From an optimization exercise on the open Yosys and OpenROAD flow, aimed at small area, a short achievable clock period and few clock cycles per item; shortcuts taken in it are not production practice.
RTL that was checked went through simulation tests only; none was proved equivalent to the original.
Power figures rest on the tool's default switching activity, not on a simulated workload.

==> flow/design.v (excerpt) <==
module PipeIntMul(
  input  [31:0] intA,
  input  [31:0] intB,
  output [63:0] longP,
  input         val_op,
  output        commit,
  output        oprand_rdy,
  input         clk,
  input         reset
);
Size: roughly 290 flip-flops, roughly 130 I/O pins.
export LEC_CHECK = 0
export CAP_MARGIN = 20
export CORE_MARGIN = 2
export CORE_UTILIZATION = 60
export CTS_BUF_LIST = sky130_fd_sc_hd__clkbuf_4 sky130_fd_sc_hd__clkbuf_8
export SLEW_MARGIN = 20
export SYNTH_HIERARCHICAL = 1
export SYNTH_MINIMUM_KEEP_SIZE = 0
create_clock -name core_clock -period 9.0 [get_ports {clk}]
standard.sh (not shown) runs the stock make flow with config.mk's settings and CLKGATE_MAP_FILE= SYNTH_SCRIPT=/design/flow/synth_recipe.tcl, a recipe that flattens the netlist after the stock synthesis.
==> flow/flow/run.sh <==
#!/bin/bash
# Own layout flow: the standard ORFS flow (standard.sh, with its synthesis
# unchanged) with two knobs set on the make command line:
#  - SETUP_SLACK_MARGIN: timing repair aims this many ns below the clock period
#    (flow/margin.txt), so the achieved period is pushed down;
set -euo pipefail
MARGIN=$(cat flow/margin.txt 2>/dev/null || echo 5)
bash standard.sh SETUP_SLACK_MARGIN="$MARGIN" TNS_END_PERCENT=100 \
  BUFFER_PORTS_ARGS="-buffer_cell sky130_fd_sc_hd__buf_1" finish > flow_make.log 2>&1
==> flow/flow/margin.txt <==
5
The baseline passed the timing, DRC and antenna checks.
Testbench counts at the start, summed over its fixed seeds: cycles 816, items 800.
==> next run, changes <==
==> flow/flow/margin.txt (replaced) <==
5.5
=> The new run finished with timing, DRC and antenna clean. Cell area rose by about 15%. Synthesized cell count is unchanged. Area after synthesis is unchanged. Utilization rose by 9.7 points. Sequential share of layout area fell by 2.2 points. Setup slack gains 0.16 ns. Global-route usage rose by 5.3 points. Via count rose by 13%. Final cell count rose by about 6%.

========
== v6 ==
PipeIntMul again, from the RTL that the note above started with.
Settings: LEC_CHECK=0, CAP_MARGIN=20, CORE_MARGIN=2, CORE_UTILIZATION=40, SETUP_SLACK_MARGIN=5, SLEW_MARGIN=20, SYNTH_HIERARCHICAL=1, SYNTH_MINIMUM_KEEP_SIZE=0, TNS_END_PERCENT=100; clock period 9.0 ns.
run.sh (not shown) runs the stock make flow with config.mk's settings and CLKGATE_MAP_FILE= SYNTH_SCRIPT=/design/flow/synth_recipe.tcl, a recipe that flattens the netlist after the stock synthesis.
Stock flow here: none of the scripts above is used.
Testbench counts of v6, summed over its fixed seeds: cycles 816, items 800.
## Diff of input files: v7 against v6
- an added ABC_AREA of 1
### Flow results
- Looking at v7 and v6, the final worst clock skew is a wash.
- Share of total power in combinational logic ends up higher on v7.
- Compared with v6, in v7 total via count in the routed design grew by 2,984, proportion of power drawn by the clock network fell by 0.8 points.
- [compare] base=v6 new=v7: portion of the layout cell area used by non-clock buffers went up 0.95 points; final worst-path setup slack now smaller; post-route total power up 3.8%; area growth from synthesis to final layout went up 0.86 points.
- Going from v6 to v7, area share of fa/ha/maj cells after synthesis shrinks by 1.9 points.
- Wire length of the first global-routing pass: v7 > v6

========
Setup of run 2:
PipeIntMul, a different RTL version from the one above (not shown whole).
For scale: about 260 flip-flops, ~130 I/O pins, roughly 32,000 um^2 of cells after synthesis.
Settings: LEC_CHECK=0, CAP_MARGIN=20, CORE_MARGIN=2, CORE_UTILIZATION=40, SETUP_SLACK_MARGIN=5, SLEW_MARGIN=20, SYNTH_HIERARCHICAL=1, SYNTH_MINIMUM_KEEP_SIZE=0, TNS_END_PERCENT=100; clock period 9.0 ns.
Relative to run 2, the following input files were edited for run 4:
- removing TNS_END_PERCENT (formerly 100)
- removing SETUP_SLACK_MARGIN (formerly 5)
==> results.txt <==
Run 4 reached the end of the flow, and the finished layout is clean on the timing, DRC and antenna checks.
Run 2 -> run 4: total stage count of the critical path delta 0, exact match
Delta (run 4 minus run 2): final period demand of the worst path shows an increase of 0.59 ns; net switching share of the total power went up 0.99 points; length of routed met3 wiring dropped 38%; overall routed net length went down about 18%.
The start point of the critical path comes out bn_r[11] in one run and an_r[9] in the other, namely in run 2 and run 4 respectively.
Final critical-path setup slack (run 4 over run 2): decrease, 0.59 ns
No run of this note included a check of the RTL's function; only the layout flow was run.

[afterwards: timing with drivers on the ports]
In the flow no input, the clock included, has a driving cell. The finished layouts below were timed again as built, in two steps. Step 1 assumes that a clkbuf_16 drives the clock port and a buf_2 every other input. Step 2 adds t to the input delays and takes it off the output delays; t is the mean of the earliest and latest rising clock arrival at the registers after step 1. Input paths then give back, and output paths get back, about the clock's delay inside the block. a / b / c = no drivers / after step 1 / after step 2; a / b = the first two.
run | shift t [ns] | setup slack, ns | cell pins on the clock port's net
the first run of note 1 | 0.701 | 5.094 / 5.094 / 5.094 | 1
the second run of note 1 | 0.695 | 5.252 / 5.252 / 5.252 | 1
v6 | 0.632 | 4.971 / 4.971 / 4.971 | 1
v7 | 0.631 | 4.947 / 4.947 / 4.947 | 1
run 2 | 0.694 | 4.370 / 4.370 / 4.370 | 1
run 4 | 0.661 | 3.782 / 3.782 / 3.782 | 1
After both steps every run listed still meets setup and hold.
